Source: an optimization exercise on an open RTL-to-GDS flow (aim: small area and a short achievable clock period). Production flows keep margins and buffers that such runs may drop.
The RTL was checked by simulation tests, not by an equivalence proof against the original design.
No activity file was given, so power comes from the tool's default toggle rates.

## run A
==> flow/design.v (excerpt) <==
module ifetcher_top #(parameter PCW=32, parameter IW=32, parameter CW=8) (
	iClk,
	iResetn,
	fromCache_resp,
	fromCache_instr,
	toCache_req,
	toCache_pc,
	iJumpVld,
	iJumpPC,
	fromDec_RE,
	toDec_RD,
	toDec_empty,
	oTimeoutFatal
);
	input iClk,iResetn;
	input fromCache_resp;
	input iJumpVld;
	input [PCW-1:0] iJumpPC;
	input [IW*4-1:0] fromCache_instr;
	input fromDec_RE;
	output toCache_req;
	output [PCW-1:0] toCache_pc;
	output oTimeoutFatal;
	output [IW*4-1:0] toDec_RD;
	output toDec_empty;
	localparam N = 7;
	localparam W = IW*4;
	reg [PCW-1:0] rPC;
	assign toCache_pc = iJumpVld ? iJumpPC : rPC;
	wire [PCW-1:0] jumpInc = {iJumpPC[PCW-1:2] + 1'b1, iJumpPC[1:0]};
	wire [PCW-1:0] holdInc = {rPC[PCW-1:2] + 1'b1, rPC[1:0]};
	wire [PCW-1:0] jumpNext = fromCache_resp ? jumpInc : iJumpPC;
	wire [PCW-1:0] holdNext = fromCache_resp ? holdInc : rPC;
	always @(posedge iClk or negedge iResetn) begin
		if (!iResetn)
			rPC <= {PCW{1'b0}};
		else
			rPC <= iJumpVld ? jumpNext : holdNext;
	end
	reg rReq;
	reg [CW-1:0] rCnt;
	reg rFatal;
	reg rJumpPend;
	reg rFlush;
	reg [2:0] rCount;
	reg rEmpty;
	assign toCache_req = rReq;
	assign oTimeoutFatal = rFatal;
	assign toDec_empty = rEmpty;
	wire cntZero = ~|rCnt;
	wire clear = rFlush | (rJumpPend & cntZero);
	wire [CW-1:0] cntNext = fromCache_resp ? {CW{1'b0}} :
	                        rReq ? rCnt + 1'b1 : rCnt;
	wire [2:0] countNext = clear ? 3'd0 :
	                       rCount + {2'b0,fromCache_resp} - {2'b0,fromDec_RE};
	always @(posedge iClk or negedge iResetn) begin
		if (!iResetn) begin
			rReq <= 1'b0;
			rCnt <= {CW{1'b0}};
			rFatal <= 1'b0;
			rJumpPend <= 1'b0;
			rFlush <= 1'b0;
			rCount <= 3'd0;
			rEmpty <= 1'b1;
		end else begin
			rReq <= (rCount < 3'd6);
			rCnt <= cntNext;
			rFatal <= &cntNext;
			if (iJumpVld)
				rJumpPend <= 1'b1;
			else if (rFlush)
				rJumpPend <= 1'b0;
			rFlush <= ~rFlush & rJumpPend & cntZero;
			rCount <= countNext;
			rEmpty <= (countNext == 3'd0);
		end
	end
	localparam NB = N-1;
	reg [NB-1:0] rWSel, rRSel;
	reg rBEmpty;
	reg [W-1:0] rHead;
	reg [W-1:0] ring [0:NB-1];
	wire toHead = rEmpty | (fromDec_RE & rBEmpty);
	wire ringWr = fromCache_resp & ~toHead;
	wire ringRd = fromDec_RE & ~rBEmpty;
	always @(posedge iClk or negedge iResetn) begin
  ...
Size in the first run: about 330 I/O pins, roughly 35000 µm² of cells after synthesis.
Settings: LEC_CHECK=0, ABC_CLOCK_PERIOD_IN_PS=2000, CAP_MARGIN=20, CORE_MARGIN=2, CORE_UTILIZATION=65, PLACE_DENSITY=0.7, SETUP_SLACK_MARGIN=2.0, SLEW_MARGIN=20, TNS_END_PERCENT=0; clock period 4.0 ns.
standard.sh (not shown) runs the stock make flow with config.mk's settings and CLKGATE_MAP_FILE= SYNTH_SCRIPT=/design/flow/synth_recipe.tcl, a recipe that flattens the netlist after the stock synthesis.
==> flow/flow/run.sh <==
#!/bin/bash
# Standard layout, with plain buf_1 cells as the port buffers and a clock
# tree of fewer, larger leaf clusters without dummy loads.
set -euo pipefail
export BUFFER_PORTS_ARGS="-buffer_cell sky130_fd_sc_hd__buf_1"
export CTS_ARGS="-sink_clustering_enable -repair_clock_nets -dont_use_dummy_load -buf_list sky130_fd_sc_hd__clkbuf_16 -sink_clustering_size 24 -sink_clustering_max_diameter 60"
bash standard.sh > flow_make.log 2>&1
#### Input delta (run B over run A)
# run A
export LEC_CHECK = 0
export ABC_CLOCK_PERIOD_IN_PS = 2000
export CAP_MARGIN = 20
export CORE_MARGIN = 2
export CORE_UTILIZATION = 65
export PLACE_DENSITY = 0.7
export SETUP_SLACK_MARGIN = 2.0
export SLEW_MARGIN = 20
export TNS_END_PERCENT = 0
create_clock -name core_clock -period 4.0 [get_ports {iClk}]
# run B
export LEC_CHECK = 0
export ABC_AREA = 1
export CAP_MARGIN = 20
export CORE_MARGIN = 2
export CORE_UTILIZATION = 75
export PLACE_DENSITY = 0.8
export SETUP_SLACK_MARGIN = 2.0
export SLEW_MARGIN = 20
export TNS_END_PERCENT = 0
create_clock -name core_clock -period 4.0 [get_ports {iClk}]
--- outcome ---
Run B: all stages complete, timing, DRC and antenna checks passed. In run B the portion of total power attributed to combinational logic turned out 4.6 points higher than in run A. Final design area excluding fillers: run B vs run A up 4.2%. From run A to run B the numbers moved as follows: core utilization increased by 10 points relative to the old numbers, compound-gate portion of the synthesized area decreased by 4.6 points relative to the old numbers, number of cells in the design after placement increased by 797 relative to the old numbers, synthesized cell count increased by 837 relative to the old numbers, worst hold slack decreased by 47 ps relative to the old numbers. Critical path depth (higher): run B. Run A → run B: slew at the pin with the worst max-slew slack saw a decrease; data required time of the worst path shows an increase of 1140 ps.
--- input diff run B..run C ---
# run B
export LEC_CHECK = 0
export ABC_AREA = 1
export CAP_MARGIN = 20
export CORE_MARGIN = 2
export CORE_UTILIZATION = 75
export PLACE_DENSITY = 0.8
export SETUP_SLACK_MARGIN = 2.0
export SLEW_MARGIN = 20
export TNS_END_PERCENT = 0
create_clock -name core_clock -period 4.0 [get_ports {iClk}]
# run C
export LEC_CHECK = 0
export ABC_CLOCK_PERIOD_IN_PS = 2000
export CAP_MARGIN = 20
export CORE_MARGIN = 2
export CORE_UTILIZATION = 65
export PLACE_DENSITY = 0.7
export SETUP_SLACK_MARGIN = 2.0
export SLEW_MARGIN = 20
export TNS_END_PERCENT = 0
create_clock -name core_clock -period 4.0 [get_ports {iClk}]
-- flow/flow/run.sh --
<<< run B, line 6
export CTS_ARGS="-sink_clustering_enable -repair_clock_nets -dont_use_dummy_load -buf_list sky130_fd_sc_hd__clkbuf_16 -sink_clustering_size 24 -sink_clustering_max_diameter 60"
>>> run C, line 6
export CTS_ARGS="-sink_clustering_enable -repair_clock_nets -dont_use_dummy_load -buf_list sky130_fd_sc_hd__clkbuf_16 -sink_clustering_size 30 -sink_clustering_max_diameter 45"
[summary]
Of run C and run B, run B shows the higher routed wire length, with run C below it. NOTE: maximum number of pins on one net before global-route repair in run C falls short of that of run B. Re combinational logic power: run C is 29% down on run B. Relative to run B, peak fanout along the critical path has decreased by 50 in run C. Row worst path setup slack after routing: run C lower / run B higher. Run C vs run B, worst setup path startpoint: iJumpVld vs rBEmpty.
For run D, these inputs were changed with respect to run C:
# run C
export LEC_CHECK = 0
export ABC_CLOCK_PERIOD_IN_PS = 2000
export CAP_MARGIN = 20
export CORE_MARGIN = 2
export CORE_UTILIZATION = 65
export PLACE_DENSITY = 0.7
export SETUP_SLACK_MARGIN = 2.0
export SLEW_MARGIN = 20
export TNS_END_PERCENT = 0
create_clock -name core_clock -period 4.0 [get_ports {iClk}]
# run D
export LEC_CHECK = 0
export ABC_CLOCK_PERIOD_IN_PS = 300
export CAP_MARGIN = 20
export CORE_MARGIN = 2
export CORE_UTILIZATION = 65
export PLACE_DENSITY = 0.7
export SETUP_SLACK_MARGIN = 2.0
export SLEW_MARGIN = 20
export TNS_END_PERCENT = 0
create_clock -name core_clock -period 4.0 [get_ports {iClk}]
-- flow/flow/run.sh --
<<< run C, line 6
export CTS_ARGS="-sink_clustering_enable -repair_clock_nets -dont_use_dummy_load -buf_list sky130_fd_sc_hd__clkbuf_16 -sink_clustering_size 30 -sink_clustering_max_diameter 45"
>>> run D, line 6
export CTS_ARGS="-sink_clustering_enable -repair_clock_nets -dont_use_dummy_load -buf_list sky130_fd_sc_hd__clkbuf_16 -sink_clustering_size 24 -sink_clustering_max_diameter 60"
## What came out
- Both conditions hold for run D: the flow ran to the end and the final layout passed the timing, DRC and antenna checks.
- Between run D and run C, the sequential logic power figures differ only marginally.
- Number of setup violations in the final report: run D vs run C identical
- Sort run C and run D by share of power burned in registers asc -> top: run C

Another version of the RTL of ifetcher_top (not shown whole).
Size in the first run: about 1900 cells after synthesis, about 330 I/O pins, about 35000 um^2 of cells after synthesis.
==> flow/config.mk <==
export PLATFORM = sky130hd
export DESIGN_NAME = ifetcher_top
export DESIGN_NICKNAME = ifetcher_top
export VERILOG_FILES = /design/flow/design.v
export SDC_FILE = /design/flow/constraint.sdc
export NUM_CORES = 4
export LEC_CHECK = 0
export ABC_CLOCK_PERIOD_IN_PS = 2000
export CAP_MARGIN = 20
export CORE_MARGIN = 2
export CORE_UTILIZATION = 65
export PLACE_DENSITY = 0.7
export SETUP_SLACK_MARGIN = 2.0
export SLEW_MARGIN = 20
export TNS_END_PERCENT = 0
==> flow/constraint.sdc <==
create_clock -name core_clock -period 4.0 [get_ports {iClk}]
set_input_delay 0.8000 -clock core_clock [delete_from_list [all_inputs] [get_ports {iClk}]]
set_output_delay 0.8000 -clock core_clock [all_outputs]
set_load 0.01 [all_outputs]
==> flow/flow/run.sh <==
#!/bin/bash
# Standard synthesis, then a small netlist rewrite of the toCache_pc muxes
# (flow/eco_pc.tcl), then the standard layout with plain buf_1 port buffers
# and a clock tree of larger leaf clusters without dummy loads; pin
# placement constrained by flow/io.tcl; after global placement the output
# port buffers are upsized (flow/upsize_out.tcl).
set -euo pipefail
export BUFFER_PORTS_ARGS="-buffer_cell sky130_fd_sc_hd__buf_1"
export IO_CONSTRAINTS="$PWD/flow/io.tcl"
export CTS_ARGS="-sink_clustering_enable -repair_clock_nets -dont_use_dummy_load -buf_list sky130_fd_sc_hd__clkbuf_16 -sink_clustering_size 28 -sink_clustering_max_diameter 80"
bash standard.sh synth > flow_synth.log 2>&1
R=orfs/results/${FLOW_PLATFORM}/ifetcher_top/base
ECO_IN=$R/1_synth.odb ECO_OUT=$R/1_synth.odb openroad -no_init -exit flow/eco_pc.tcl > flow_eco.log 2>&1
bash standard.sh "$PWD/$R/3_3_place_gp.odb" > flow_place.log 2>&1
ECO_IN=$R/3_3_place_gp.odb ECO_OUT=$R/3_3_place_gp.odb openroad -no_init -exit flow/upsize_out.tcl > flow_upsize.log 2>&1
bash standard.sh > flow_make.log 2>&1
==> flow/flow/eco_pc.tcl <==
# Post-synthesis rewrite of the toCache_pc output muxes: each address bit
# gets its own NAND-NAND mux (iJumpVld ? iJumpPC[i] : rPC[i]) that drives
# only the port; logic the old mux output also fed keeps the old mux.
# Logic left without loads is then removed. No register is touched.
read_db $::env(ECO_IN)
set block [ord::get_db_block]
proc master {n} { return [[ord::get_db] findMaster sky130_fd_sc_hd__$n] }
proc bnet {name} {
  foreach bt [[ord::get_db_block] getBTerms] { if {[$bt getName] eq $name} { return [$bt getNet] } }
  error "no port $name"
}
set ffq [dict create]
foreach inst [$block getInsts] {
  if {[regexp {^rPC\\?\[([0-9]+)\\?\]} [$inst getName] -> i]} {
    dict set ffq $i [[$inst findITerm Q] getNet]
  }
}
if {[dict size $ffq] != 32} { error "found [dict size $ffq] rPC flops" }
set jv [bnet iJumpVld]
set inv [odb::dbInst_create $block [master inv_2] eco_jvb]
set jvb [odb::dbNet_create $block eco_jvb_n]
[$inv findITerm A] connect $jv
[$inv findITerm Y] connect $jvb
for {set i 0} {$i < 32} {incr i} {
  set onet [bnet "toCache_pc\[$i\]"]
  set old [odb::dbNet_create $block eco_pc_old_$i]
  foreach it [$onet getITerms] { $it disconnect; $it connect $old }
  set a [odb::dbNet_create $block eco_pc_a_$i]
  set b [odb::dbNet_create $block eco_pc_b_$i]
  set g1 [odb::dbInst_create $block [master nand2_1] eco_pc_g1_$i]
  set g2 [odb::dbInst_create $block [master nand2_1] eco_pc_g2_$i]
  set g3 [odb::dbInst_create $block [master nand2_1] eco_pc_g3_$i]
  [$g1 findITerm A] connect $jv
  [$g1 findITerm B] connect [bnet "iJumpPC\[$i\]"]
  [$g1 findITerm Y] connect $a
  [$g2 findITerm A] connect $jvb
  [$g2 findITerm B] connect [dict get $ffq $i]
  [$g2 findITerm Y] connect $b
  [$g3 findITerm A] connect $a
  [$g3 findITerm B] connect $b
  [$g3 findITerm Y] connect $onet
}
# remove logic whose outputs drive nothing
set removed 0
while 1 {
  set dead {}
  foreach inst [$block getInsts] {
    set outs 0; set used 0
    foreach it [$inst getITerms] {
      if {[$it getSigType] ne "SIGNAL"} continue
      if {![$it isOutputSignal]} continue
      incr outs
      set n [$it getNet]
      if {$n eq "NULL" || $n eq ""} continue
      if {[llength [$n getBTerms]] > 0 || [llength [$n getITerms]] > 1} { set used 1 }
    }
    if {$outs > 0 && !$used} { lappend dead $inst }
  }
  if {[llength $dead] == 0} break
  foreach inst $dead {
    set nets {}
    foreach it [$inst getITerms] { set n [$it getNet]; if {$n ne "NULL" && $n ne ""} { lappend nets $n } }
    odb::dbInst_destroy $inst
    incr removed
    foreach n $nets { if {[llength [$n getITerms]] == 0 && [llength [$n getBTerms]] == 0} { odb::dbNet_destroy $n } }
  }
}
puts "eco_pc: removed $removed dead instances"
write_db $::env(ECO_OUT)
==> flow/flow/upsize_out.tcl <==
# After global placement: give each output port's buffer more drive
# (buf_4 for toCache_pc, buf_2 for the other outputs); the standard flow's
# detailed placement legalizes them afterwards.
read_db $::env(ECO_IN)
set block [ord::get_db_block]
set db [ord::get_db]
set n 0
foreach bt [$block getBTerms] {
  if {[$bt getIoType] ne "OUTPUT"} continue
  set name [$bt getName]
  set want [expr {[string match toCache_pc* $name] ? "sky130_fd_sc_hd__buf_4" : "sky130_fd_sc_hd__buf_2"}]
  foreach it [[$bt getNet] getITerms] {
    if {![$it isOutputSignal]} continue
    set inst [$it getInst]
    set m [[$inst getMaster] getName]
    if {$m eq "sky130_fd_sc_hd__buf_1"} { $inst swapMaster [$db findMaster $want]; incr n }
  }
}
puts "upsize_out: resized $n output buffers"
write_db $::env(ECO_OUT)
Other scripts of this flow, unchanged in this note and not shown: flow/flow/io.tcl
The baseline ran to the end with no violations.
Then changed:
--- a/flow/flow/run.sh
+++ b/flow/flow/run.sh
@@ -4,4 +4,3 @@
 # and a clock tree of larger leaf clusters without dummy loads; pin
-# placement constrained by flow/io.tcl; after global placement the output
-# port buffers are upsized (flow/upsize_out.tcl).
+# placement constrained by flow/io.tcl.
 set -euo pipefail
@@ -13,4 +12,2 @@
 ECO_IN=$R/1_synth.odb ECO_OUT=$R/1_synth.odb openroad -no_init -exit flow/eco_pc.tcl > flow_eco.log 2>&1
-bash standard.sh "$PWD/$R/3_3_place_gp.odb" > flow_place.log 2>&1
-ECO_IN=$R/3_3_place_gp.odb ECO_OUT=$R/3_3_place_gp.odb openroad -no_init -exit flow/upsize_out.tcl > flow_upsize.log 2>&1
 bash standard.sh > flow_make.log 2>&1
- CAP_MARGIN: 20 -> 10
- SLEW_MARGIN: 20 -> 10
removed: flow/flow/upsize_out.tcl
The new run completed with no timing, DRC or antenna violations.
Worst hold slack improves by 0.038 ns.
Total power went down by about 0.9%.
Synthesized cell count does not change.
Design area decreases by 1.0%.
Via count hardly moves.
Cell count went down by 0.51%.
Then changed:
- CAP_MARGIN: 10 -> 20
- GPL_ROUTABILITY_DRIVEN: not set -> 0
- SLEW_MARGIN: 10 -> 20
Via count goes down slightly.
Utilization goes down by 0.21 points.
Clock-buffer cell count goes up by 1.
Die area is unchanged.
Then changed:
--- a/flow/flow/eco_pc.tcl
+++ b/flow/flow/eco_pc.tcl
@@ -1,4 +1,6 @@
 # Post-synthesis rewrite of the toCache_pc output muxes: each address bit
-# gets its own NAND-NAND mux (iJumpVld ? iJumpPC[i] : rPC[i]) that drives
-# only the port; logic the old mux output also fed keeps the old mux.
+# gets its own mux (iJumpVld ? iJumpPC[i] : rPC[i]) that drives only the
+# port: nand2(nand2(iJumpVld, iJumpPC[i]), nand2b(A_N=iJumpVld, B=rPC[i])),
+# so that iJumpVld needs no separate inverter; logic the old mux output also
+# fed keeps the old mux.
 # Logic left without loads is then removed. No register is touched.
@@ -19,6 +21,2 @@
 set jv [bnet iJumpVld]
-set inv [odb::dbInst_create $block [master inv_2] eco_jvb]
-set jvb [odb::dbNet_create $block eco_jvb_n]
-[$inv findITerm A] connect $jv
-[$inv findITerm Y] connect $jvb
 for {set i 0} {$i < 32} {incr i} {
@@ -30,3 +28,3 @@
   set g1 [odb::dbInst_create $block [master nand2_1] eco_pc_g1_$i]
-  set g2 [odb::dbInst_create $block [master nand2_1] eco_pc_g2_$i]
+  set g2 [odb::dbInst_create $block [master nand2b_1] eco_pc_g2_$i]
   set g3 [odb::dbInst_create $block [master nand2_1] eco_pc_g3_$i]
@@ -35,3 +33,3 @@
   [$g1 findITerm Y] connect $a
-  [$g2 findITerm A] connect $jvb
+  [$g2 findITerm A_N] connect $jv
   [$g2 findITerm B] connect [dict get $ffq $i]
- GPL_ROUTABILITY_DRIVEN: 0 -> not set
- The changed run went through all stages and came out clean
- cell count is unchanged
- wire length climbs by 0.66%
- clock power drops by about 1%
- count of clock-buffer cells in the layout drops by 1
- sequential share of layout area drops by 0.20 points
- utilization climbs by 0.19 points
- power barely changes
- maximum frequency drops by 3.2%
- synthesized cell count is about the same
- non-clock buffer count drops by 4
- worst setup slack got worse by 0.072 ns
Then changed:
--- a/flow/flow/eco_pc.tcl
+++ b/flow/flow/eco_pc.tcl
@@ -1,6 +1,4 @@
 # Post-synthesis rewrite of the toCache_pc output muxes: each address bit
-# gets its own mux (iJumpVld ? iJumpPC[i] : rPC[i]) that drives only the
-# port: nand2(nand2(iJumpVld, iJumpPC[i]), nand2b(A_N=iJumpVld, B=rPC[i])),
-# so that iJumpVld needs no separate inverter; logic the old mux output also
-# fed keeps the old mux.
+# gets its own NAND-NAND mux (iJumpVld ? iJumpPC[i] : rPC[i]) that drives
+# only the port; logic the old mux output also fed keeps the old mux.
 # Logic left without loads is then removed. No register is touched.
@@ -21,2 +19,6 @@
 set jv [bnet iJumpVld]
+set inv [odb::dbInst_create $block [master inv_2] eco_jvb]
+set jvb [odb::dbNet_create $block eco_jvb_n]
+[$inv findITerm A] connect $jv
+[$inv findITerm Y] connect $jvb
 for {set i 0} {$i < 32} {incr i} {
@@ -28,3 +30,3 @@
   set g1 [odb::dbInst_create $block [master nand2_1] eco_pc_g1_$i]
-  set g2 [odb::dbInst_create $block [master nand2b_1] eco_pc_g2_$i]
+  set g2 [odb::dbInst_create $block [master nand2_1] eco_pc_g2_$i]
   set g3 [odb::dbInst_create $block [master nand2_1] eco_pc_g3_$i]
@@ -33,3 +35,3 @@
   [$g1 findITerm Y] connect $a
-  [$g2 findITerm A_N] connect $jv
+  [$g2 findITerm A] connect $jvb
   [$g2 findITerm B] connect [dict get $ffq $i]
Worst setup slack gets better by 0.090 ns.
Flip-flop and latch count is unchanged.
Die area stays flat.
Cell count stays flat.
Global-route usage rose by 0.63 points.
Design area stays flat.

==> separate check: timing with driven ports <==
In the flow no input, the clock included, has a driving cell. The finished layouts below were timed again as built, in two steps.
Step 1 assumes that a clkbuf_16 drives the clock port and a buf_2 every other input.
Step 2 moves the port delays by t, midway between the first and last clock arrival at a register: inputs arrive t later, outputs are due t later. That takes back most of the time a late clock gives input paths.
Three values: no drivers, after step 1, after step 2; two values: the first two.
run | t, ns | setup slack, ns | slew at the worst register clock pin (ns)
run A | 0.665 | 1.658 / 1.554 / 1.104 | 0.09 / 0.09
run B | 0.648 | 1.670 / 1.627 / 1.293 | 0.09 / 0.09
run C | 0.664 | 1.658 / 1.550 / 1.242 | 0.08 / 0.08
run D | 0.665 | 1.658 / 1.554 / 1.104 | 0.09 / 0.09
the first run of note 2 | 0.624 | 1.874 / 1.710 / 1.186 | 0.11 / 0.11
the second run of note 2 | 0.622 | 1.870 / 1.706 / 1.241 | 0.11 / 0.11
the third run of note 2 | 0.627 | 1.851 / 1.685 / 1.328 | 0.10 / 0.10
the fourth run of note 2 | 0.627 | 1.780 / 1.679 / 1.290 | 0.10 / 0.10
the fifth run of note 2 | 0.621 | 1.870 / 1.706 / 1.233 | 0.11 / 0.11
After both steps setup and hold are still met in every run listed. For the first run of note 2, which loses most, drivers alone change the setup slack by -0.164 ns; drivers and shift together by -0.688 ns.
